What follows belongs to an exercise in optimizing a design on an open flow for small area, a short achievable clock period and few clock cycles per item; a production flow would make more cautious choices. Where RTL was checked, it was by simulation tests only, not by an equivalence proof against the original. Power figures rest on the tool's default switching activity, not on a simulated workload.

==> flow/design.v <==
`default_nettype none
module wb_slave_register #(
    parameter ADDR_WIDTH = 16,
    parameter DATA_WIDTH = 32,
    parameter GRANULE = 8,
    parameter REGISTER_NUM = 16,
    parameter SEL_WIDTH = DATA_WIDTH / GRANULE
) (
    input wire rst_i,
    input wire clk_i,
    input wire [ADDR_WIDTH-1:0] adr_i,
    input wire [DATA_WIDTH-1:0] dat_i,
    output reg [DATA_WIDTH-1:0] dat_o,
    input wire [SEL_WIDTH-1:0] sel_i,
    input wire we_i,
    input wire stb_i,
    output wire ack_o,
    output wire err_o,
    input wire cyc_i
);
    reg [DATA_WIDTH-1:0] register_value [0:REGISTER_NUM-1];
    reg ack;
    reg err;
    wire in_range = (adr_i < REGISTER_NUM);
    wire [3:0] idx = adr_i[3:0];
    wire [REGISTER_NUM-1:0] rsel;
    genvar g, gb;
    generate for (g = 0; g < REGISTER_NUM; g = g + 1) begin : dec
        assign rsel[g] = (idx == g);
    end endgenerate
    wire wr = ack & we_i;
    wire [REGISTER_NUM-1:0] wrow = rsel & {REGISTER_NUM{wr}};
    wire [SEL_WIDTH-1:0] lane_en [0:REGISTER_NUM-1];
    generate for (g = 0; g < REGISTER_NUM; g = g + 1) begin : wen
        for (gb = 0; gb < SEL_WIDTH; gb = gb + 1) begin : lane
            wbr_a21o u_en (.a1(wrow[g]), .a2(sel_i[gb]), .b1(rst_i), .y(lane_en[g][gb]));
        end
    end endgenerate
    wire [DATA_WIDTH-1:0] wdata = dat_i & {DATA_WIDTH{~rst_i}};
    integer i, b;
    always @(posedge clk_i) begin
        for (i = 0; i < REGISTER_NUM; i = i + 1) begin
            for (b = 0; b < SEL_WIDTH; b = b + 1) begin
                if (lane_en[i][b]) begin
                    register_value[i][b*GRANULE+:GRANULE] <= wdata[b*GRANULE+:GRANULE];
                end
            end
        end
    end
    always @(posedge clk_i) begin
        if (rst_i) begin
            ack <= 1'b0;
            err <= 1'b0;
        end else begin
            ack <= stb_i & in_range & ~ack;
            err <= stb_i & ~in_range & ~err;
        end
    end
    wire [DATA_WIDTH-1:0] rdata;
    generate for (gb = 0; gb < DATA_WIDTH; gb = gb + 1) begin : rmux
        wire [5:0] t;
        for (g = 0; g < 5; g = g + 1) begin : grp
            wbr_aoi222 u_t (
                .a1(register_value[3*g][gb]),   .a2(rsel[3*g]),
                .b1(register_value[3*g+1][gb]), .b2(rsel[3*g+1]),
                .c1(register_value[3*g+2][gb]), .c2(rsel[3*g+2]),
                .y(t[g]));
        end
        wbr_nand2 u_t5 (.a(register_value[15][gb]), .b(rsel[15]), .y(t[5]));
        wire n0, n1;
        wbr_nand3 u_n0 (.a(t[0]), .b(t[1]), .c(t[2]), .y(n0));
        wbr_nand3 u_n1 (.a(t[3]), .b(t[4]), .c(t[5]), .y(n1));
        wbr_or2 u_o (.a(n0), .b(n1), .y(rdata[gb]));
    end endgenerate
    always @(posedge clk_i) begin
        dat_o <= rdata;
    end
    assign ack_o = ack;
    assign err_o = err;
endmodule
module wbr_aoi222 (
    input wire a1, input wire a2, input wire b1, input wire b2,
    input wire c1, input wire c2, output wire y
);
    assign y = ~((a1 & a2) | (b1 & b2) | (c1 & c2));
endmodule
module wbr_nand2 (input wire a, input wire b, output wire y);
    assign y = ~(a & b);
endmodule
module wbr_nand3 (input wire a, input wire b, input wire c, output wire y);
    assign y = ~(a & b & c);
endmodule
module wbr_or2 (input wire a, input wire b, output wire y);
    assign y = a | b;
endmodule
module wbr_a21o (input wire a1, input wire a2, input wire b1, output wire y);
    assign y = (a1 & a2) | b1;
endmodule
Settings: LEC_CHECK=0, CAP_MARGIN=20, CORE_MARGIN=2, CORE_UTILIZATION=60, CTS_BUF_LIST=sky130_fd_sc_hd__clkbuf_8, CTS_CLUSTER_DIAMETER=60, CTS_CLUSTER_SIZE=16, SETUP_SLACK_MARGIN=3.05, SLEW_MARGIN=20, SYNTH_HIERARCHICAL=1, SYNTH_MINIMUM_KEEP_SIZE=0; clock period 5.0 ns.
run.sh (not shown) runs the stock make flow with config.mk's settings and CLKGATE_MAP_FILE= SYNTH_SCRIPT=/design/flow/synth_recipe.tcl, a recipe that flattens the netlist after the stock synthesis.
Then changed:
==> flow/design.v (replaced) <==
`default_nettype none
module wb_slave_register #(
    parameter ADDR_WIDTH = 16,
    parameter DATA_WIDTH = 32,
    parameter GRANULE = 8,
    parameter REGISTER_NUM = 16,
    parameter SEL_WIDTH = DATA_WIDTH / GRANULE
) (
    input wire rst_i,
    input wire clk_i,
    input wire [ADDR_WIDTH-1:0] adr_i,
    input wire [DATA_WIDTH-1:0] dat_i,
    output reg [DATA_WIDTH-1:0] dat_o,
    input wire [SEL_WIDTH-1:0] sel_i,
    input wire we_i,
    input wire stb_i,
    output wire ack_o,
    output wire err_o,
    input wire cyc_i
);
    reg [DATA_WIDTH-1:0] register_value [0:REGISTER_NUM-1];
    reg ack;
    reg err;
    wire in_range = (adr_i < REGISTER_NUM);
    wire [3:0] idx = adr_i[3:0];
    wire [REGISTER_NUM-1:0] rsel;
    genvar g, gb;
    wbr_dec4 u_dec (.a(idx), .y(rsel));
    wire wr = ack & we_i;
    wire [REGISTER_NUM-1:0] wrow;
    wbr_wdec4 u_wdec (.a(idx), .en(wr), .y(wrow));
    wire [SEL_WIDTH-1:0] lane_en [0:REGISTER_NUM-1];
    generate for (g = 0; g < REGISTER_NUM; g = g + 1) begin : wen
        for (gb = 0; gb < SEL_WIDTH; gb = gb + 1) begin : lane
            wbr_a21o u_en (.a1(wrow[g]), .a2(sel_i[gb]), .b1(rst_i), .y(lane_en[g][gb]));
        end
    end endgenerate
    wire [DATA_WIDTH-1:0] wdata = dat_i & {DATA_WIDTH{~rst_i}};
    integer i, b;
    always @(posedge clk_i) begin
        for (i = 0; i < REGISTER_NUM; i = i + 1) begin
            for (b = 0; b < SEL_WIDTH; b = b + 1) begin
                if (lane_en[i][b]) begin
                    register_value[i][b*GRANULE+:GRANULE] <= wdata[b*GRANULE+:GRANULE];
                end
            end
        end
    end
    always @(posedge clk_i) begin
        if (rst_i) begin
            ack <= 1'b0;
            err <= 1'b0;
        end else begin
            ack <= stb_i & in_range & ~ack;
            err <= stb_i & ~in_range & ~err;
        end
    end
    wire [DATA_WIDTH-1:0] rdata;
    generate for (gb = 0; gb < DATA_WIDTH; gb = gb + 1) begin : rmux
        wire [REGISTER_NUM-1:0] col;
        for (g = 0; g < REGISTER_NUM; g = g + 1) begin : c
            assign col[g] = register_value[g][gb];
        end
        wire lo, hi;
        wbr_mux8 u_lo (.d(col[7:0]), .s(rsel[7:0]), .y(lo));
        wbr_mux8 u_hi (.d(col[15:8]), .s(rsel[15:8]), .y(hi));
        wbr_or2 u_o (.a(lo), .b(hi), .y(rdata[gb]));
    end endgenerate
    always @(posedge clk_i) begin
        dat_o <= rdata;
    end
    assign ack_o = ack;
    assign err_o = err;
endmodule
module wbr_dec4 (input wire [3:0] a, output wire [15:0] y);
    genvar k;
    generate for (k = 0; k < 16; k = k + 1) begin : d
        assign y[k] = (a == k);
    end endgenerate
endmodule
module wbr_wdec4 (input wire [3:0] a, input wire en, output wire [15:0] y);
    genvar k;
    generate for (k = 0; k < 16; k = k + 1) begin : d
        assign y[k] = en & (a == k);
    end endgenerate
endmodule
module wbr_mux8 (input wire [7:0] d, input wire [7:0] s, output wire y);
    assign y = |(d & s);
endmodule
module wbr_or2 (input wire a, input wire b, output wire y);
    assign y = a | b;
endmodule
module wbr_a21o (input wire a1, input wire a2, input wire b1, output wire y);
    assign y = (a1 & a2) | b1;
endmodule
What happened: The new run finished clean. Sequential share of layout area came out higher by 1.2 points. Non-clock buffer count fell by 55. Total power came out lower by about 0.8%. Register-to-register slack loses 0.03 ns. Synthesized cell count goes up by 6.1%. Setup slack improved by 0.12 ns. Global-route usage drops by 3.7 points.
Testbench counts after the change, summed over its fixed seeds: cycles 14,392, items 4,800.
For the first run of this note, only the layout was checked, not whether the RTL still works.

Another version of the RTL of wb_slave_register (not shown whole).
Size: about 550 flip-flops, ~91 I/O pins, ~20000 µm² of cells after synthesis.
==> module wb_slave_register, before the edit <==
module wb_slave_register #(
    parameter ADDR_WIDTH = 16,
    parameter DATA_WIDTH = 32,
    parameter GRANULE = 8,
    parameter REGISTER_NUM = 16,
    parameter SEL_WIDTH = DATA_WIDTH / GRANULE
) (
    input wire rst_i,
    input wire clk_i,
    input wire [ADDR_WIDTH-1:0] adr_i,
    input wire [DATA_WIDTH-1:0] dat_i,
    output reg [DATA_WIDTH-1:0] dat_o,
    input wire [SEL_WIDTH-1:0] sel_i,
    input wire we_i,
    input wire stb_i,
    output wire ack_o,
    output wire err_o,
    input wire cyc_i
);
    reg [DATA_WIDTH-1:0] register_value [0:REGISTER_NUM-1];
    reg ack;
    reg err;
    wire in_range = (adr_i < REGISTER_NUM);
    wire [3:0] idx = adr_i[3:0];
    wire [REGISTER_NUM-1:0] rsel;
    genvar g, gb;
    wbr_dec4 u_dec (.a(idx), .y(rsel));
    wire wr = ack & we_i;
    wire [REGISTER_NUM-1:0] wrow;
    wbr_wdec4 u_wdec (.a(idx), .en(wr), .y(wrow));
    wire [SEL_WIDTH-1:0] lane_en [0:REGISTER_NUM-1];
    generate for (g = 0; g < REGISTER_NUM; g = g + 1) begin : wen
        for (gb = 0; gb < SEL_WIDTH; gb = gb + 1) begin : lane
            wbr_a21o u_en (.a1(wrow[g]), .a2(sel_i[gb]), .b1(rst_i), .y(lane_en[g][gb]));
        end
    end endgenerate
    wire [DATA_WIDTH-1:0] wdata = dat_i & {DATA_WIDTH{~rst_i}};
    integer i, b;
    always @(posedge clk_i) begin
        for (i = 0; i < REGISTER_NUM; i = i + 1) begin
            for (b = 0; b < SEL_WIDTH; b = b + 1) begin
                if (lane_en[i][b]) begin
                    register_value[i][b*GRANULE+:GRANULE] <= wdata[b*GRANULE+:GRANULE];
                end
            end
        end
    end
    always @(posedge clk_i) begin
        if (rst_i) begin
            ack <= 1'b0;
            err <= 1'b0;
        end else begin
            ack <= stb_i & in_range & ~ack;
            err <= stb_i & ~in_range & ~err;
        end
    end
    wire [DATA_WIDTH-1:0] rdata;
    generate for (gb = 0; gb < DATA_WIDTH; gb = gb + 1) begin : rmux
        wire [REGISTER_NUM-1:0] col;
        for (g = 0; g < REGISTER_NUM; g = g + 1) begin : c
            assign col[g] = register_value[g][gb];
        end
        wire lo_n, hi_n;
        wbr_mux8n u_lo (.d(col[7:0]), .s(rsel[7:0]), .y(lo_n));
        wbr_mux8n u_hi (.d(col[15:8]), .s(rsel[15:8]), .y(hi_n));
        wbr_nand2 u_o (.a(lo_n), .b(hi_n), .y(rdata[gb]));
    end endgenerate
    always @(posedge clk_i) begin
        dat_o <= rdata;
    end
    assign ack_o = ack;
    assign err_o = err;
endmodule
==> module wbr_wdec4, before the edit <==
module wbr_wdec4 (input wire [3:0] a, input wire en, output wire [15:0] y);
    genvar k;
    generate for (k = 0; k < 16; k = k + 1) begin : d
        assign y[k] = en & (a == k);
    end endgenerate
endmodule
==> module wbr_mux8n, before the edit <==
module wbr_mux8n (input wire [7:0] d, input wire [7:0] s, output wire y);
    assign y = ~|(d & s);
endmodule
Settings: LEC_CHECK=0, CAP_MARGIN=20, CORE_MARGIN=2, CORE_UTILIZATION=60, CTS_BUF_LIST=sky130_fd_sc_hd__clkbuf_8, CTS_CLUSTER_DIAMETER=60, CTS_CLUSTER_SIZE=16, SETUP_SLACK_MARGIN=3.05, SLEW_MARGIN=20, SYNTH_HIERARCHICAL=1, SYNTH_MINIMUM_KEEP_SIZE=0; clock period 5.0 ns.
Testbench counts at the start, summed over its fixed seeds: cycles 14,392, items 4,800.
Next try:
--- a/flow/design.v
+++ b/flow/design.v
@@ -26,10 +26,9 @@
     wire [REGISTER_NUM-1:0] rsel;
     genvar g, gb;
     wbr_dec4 u_dec (.a(idx), .y(rsel));
     wire wr = ack & we_i;
-    wire [REGISTER_NUM-1:0] wrow;
-    wbr_wdec4 u_wdec (.a(idx), .en(wr), .y(wrow));
+    wire [REGISTER_NUM-1:0] wrow = rsel & {REGISTER_NUM{wr}};
     wire [SEL_WIDTH-1:0] lane_en [0:REGISTER_NUM-1];
     generate for (g = 0; g < REGISTER_NUM; g = g + 1) begin : wen
         for (gb = 0; gb < SEL_WIDTH; gb = gb + 1) begin : lane
             wbr_a21o u_en (.a1(wrow[g]), .a2(sel_i[gb]), .b1(rst_i), .y(lane_en[g][gb]));
@@ -56,16 +55,21 @@
         end
     end
     wire [DATA_WIDTH-1:0] rdata;
     generate for (gb = 0; gb < DATA_WIDTH; gb = gb + 1) begin : rmux
-        wire [REGISTER_NUM-1:0] col;
-        for (g = 0; g < REGISTER_NUM; g = g + 1) begin : c
-            assign col[g] = register_value[g][gb];
+        wire [5:0] t;
+        for (g = 0; g < 5; g = g + 1) begin : grp
+            wbr_aoi222 u_t (
+                .a1(register_value[3*g][gb]),   .a2(rsel[3*g]),
+                .b1(register_value[3*g+1][gb]), .b2(rsel[3*g+1]),
+                .c1(register_value[3*g+2][gb]), .c2(rsel[3*g+2]),
+                .y(t[g]));
         end
-        wire lo_n, hi_n;
-        wbr_mux8n u_lo (.d(col[7:0]), .s(rsel[7:0]), .y(lo_n));
-        wbr_mux8n u_hi (.d(col[15:8]), .s(rsel[15:8]), .y(hi_n));
-        wbr_nand2 u_o (.a(lo_n), .b(hi_n), .y(rdata[gb]));
+        wbr_nand2 u_t5 (.a(register_value[15][gb]), .b(rsel[15]), .y(t[5]));
+        wire n0, n1;
+        wbr_nand3 u_n0 (.a(t[0]), .b(t[1]), .c(t[2]), .y(n0));
+        wbr_nand3 u_n1 (.a(t[3]), .b(t[4]), .c(t[5]), .y(n1));
+        wbr_or2 u_o (.a(n0), .b(n1), .y(rdata[gb]));
     end endgenerate
     always @(posedge clk_i) begin
         dat_o <= rdata;
     end
@@ -77,19 +81,22 @@
     generate for (k = 0; k < 16; k = k + 1) begin : d
         assign y[k] = (a == k);
     end endgenerate
 endmodule
-module wbr_wdec4 (input wire [3:0] a, input wire en, output wire [15:0] y);
-    genvar k;
-    generate for (k = 0; k < 16; k = k + 1) begin : d
-        assign y[k] = en & (a == k);
-    end endgenerate
-endmodule
-module wbr_mux8n (input wire [7:0] d, input wire [7:0] s, output wire y);
-    assign y = ~|(d & s);
+module wbr_aoi222 (
+    input wire a1, input wire a2, input wire b1, input wire b2,
+    input wire c1, input wire c2, output wire y
+);
+    assign y = ~((a1 & a2) | (b1 & b2) | (c1 & c2));
 endmodule
 module wbr_nand2 (input wire a, input wire b, output wire y);
     assign y = ~(a & b);
 endmodule
+module wbr_nand3 (input wire a, input wire b, input wire c, output wire y);
+    assign y = ~(a & b & c);
+endmodule
+module wbr_or2 (input wire a, input wire b, output wire y);
+    assign y = a | b;
+endmodule
 module wbr_a21o (input wire a1, input wire a2, input wire b1, output wire y);
     assign y = (a1 & a2) | b1;
 endmodule
Effect: Flip-flop and latch count stays the same; wire length increases by about a fifth; combinational power increases by roughly a tenth; worst setup slack got worse by 57 ps; clock-buffer cell count increases by 3; power increases slightly; clock power increases by a few percent; cell count decreases by a few percent; sequential share of layout area decreases by 1.5 points; area after synthesis decreases slightly; final area increases by a few percent; first-iteration DRC count increases by well over a third; sequential power is about the same.
No functional check of the RTL was part of the second run of this note.

Another version of the RTL of wb_slave_register (not shown whole).
For scale: about 1400 cells after synthesis, ~22000 sq um of cells after synthesis.
==> module wb_slave_register, before the edit <==
module wb_slave_register #(
    parameter ADDR_WIDTH = 16,
    parameter DATA_WIDTH = 32,
    parameter GRANULE = 8,
    parameter REGISTER_NUM = 16,
    parameter SEL_WIDTH = DATA_WIDTH / GRANULE
) (
    input wire rst_i,
    input wire clk_i,
    input wire [ADDR_WIDTH-1:0] adr_i,
    input wire [DATA_WIDTH-1:0] dat_i,
    output reg [DATA_WIDTH-1:0] dat_o,
    input wire [SEL_WIDTH-1:0] sel_i,
    input wire we_i,
    input wire stb_i,
    output wire ack_o,
    output wire err_o,
    input wire cyc_i
);
    reg [DATA_WIDTH-1:0] register_value [0:REGISTER_NUM-1];
    reg ack;
    reg err;
    wire in_range = (adr_i < REGISTER_NUM);
    wire [3:0] idx = adr_i[3:0];
    wire wr = stb_i & we_i & in_range;
    wire [DATA_WIDTH-1:0] wdata = dat_i & {DATA_WIDTH{~rst_i}};
    integer i, b;
    always @(posedge clk_i) begin
        for (i = 0; i < REGISTER_NUM; i = i + 1) begin
            for (b = 0; b < SEL_WIDTH; b = b + 1) begin
                if (rst_i | (wr & (idx == i) & sel_i[b])) begin
                    register_value[i][b*GRANULE+:GRANULE] <= wdata[b*GRANULE+:GRANULE];
                end
            end
        end
    end
    always @(posedge clk_i) begin
        if (rst_i) begin
            ack <= 1'b0;
            err <= 1'b0;
        end else begin
            ack <= stb_i & in_range & ~ack;
            err <= stb_i & ~in_range & ~err;
        end
    end
    always @(posedge clk_i) begin
        dat_o <= register_value[idx];
    end
    assign ack_o = ack;
    assign err_o = err;
endmodule
clock: 5.0 ns
lec_check: 0
cap_margin: 20
core_margin: 2
core_utilization: 40
slew_margin: 20
The first run produced a clean layout.
Testbench counts at the start, summed over its fixed seeds: cycles 14,392, items 4,800.
Then changed:
--- a/flow/design.v
+++ b/flow/design.v
@@ -17,14 +17,14 @@
     output wire ack_o,
     output wire err_o,
     input wire cyc_i
 );
     reg [DATA_WIDTH-1:0] register_value [0:REGISTER_NUM-1];
-    reg ack;
-    reg err;
     wire in_range = (adr_i < REGISTER_NUM);
     wire [3:0] idx = adr_i[3:0];
+    assign ack_o = stb_i & in_range;
+    assign err_o = stb_i & ~in_range;
     wire wr = stb_i & we_i & in_range;
     wire [DATA_WIDTH-1:0] wdata = dat_i & {DATA_WIDTH{~rst_i}};
     integer i, b;
     always @(posedge clk_i) begin
         for (i = 0; i < REGISTER_NUM; i = i + 1) begin
@@ -33,20 +33,9 @@
                     register_value[i][b*GRANULE+:GRANULE] <= wdata[b*GRANULE+:GRANULE];
                 end
             end
         end
     end
-    always @(posedge clk_i) begin
-        if (rst_i) begin
-            ack <= 1'b0;
-            err <= 1'b0;
-        end else begin
-            ack <= stb_i & in_range & ~ack;
-            err <= stb_i & ~in_range & ~err;
-        end
+    always @(*) begin
+        dat_o = register_value[idx];
     end
-    always @(posedge clk_i) begin
-        dat_o <= register_value[idx];
-    end
-    assign ack_o = ack;
-    assign err_o = err;
 endmodule
Cell area goes down by about 4%.
Worst setup slack is worse by 1500 ps.
Sequential power goes down by about 6%.
Power goes down by 9.6%.
Core utilization goes up by 0.22 points.
Testbench counts after the change, summed over its fixed seeds: cycles 9,592, items 4,800.

[what the ideal ports hide]
The flow's constraints put no driver on any port. The routed layouts listed below were extracted and timed again, unchanged, in two steps.
Step 1 (the two cells are an assumption about what drives the block):
set clk [get_ports {clk_i}]
set_driving_cell -lib_cell sky130_fd_sc_hd__clkbuf_16 $clk
set_driving_cell -lib_cell sky130_fd_sc_hd__buf_2 [delete_from_list [all_inputs] $clk]
Step 2 moves the port delays by t, midway between the first and last clock arrival at a register: inputs arrive t later, outputs are due t later. That takes back most of the time a late clock gives input paths.
Three values: ideal ports, drivers, drivers and shift; two values: the first two.
run | t (ns) | slack for setup (ns) | hold slack, ns
the first run of note 1 | 0.617 | 2.820 / 2.803 / 2.186 | 0.522 / 0.522 / 0.522
the second run of note 1 | 0.615 | 2.944 / 2.896 / 2.378 | 0.523 / 0.523 / 0.523
the first run of note 2 | 0.617 | 2.964 / 2.916 / 2.396 | 0.509 / 0.509 / 0.509
the second run of note 2 | 0.623 | 2.907 / 2.704 / 2.082 | 0.504 / 0.504 / 0.504
the first run of note 3 | 0.659 | 1.678 / 1.703 / 1.043 | 0.429 / 0.429 / 0.429
the second run of note 3 | 0.643 | 0.218 / 0.186 / 0.186 | 1.167 / 1.137 / 1.780
After both steps every run listed still meets setup and hold. The setup slack of the second run of note 2, which loses most, moves by -0.203 ns with the drivers and by -0.825 ns with both steps.
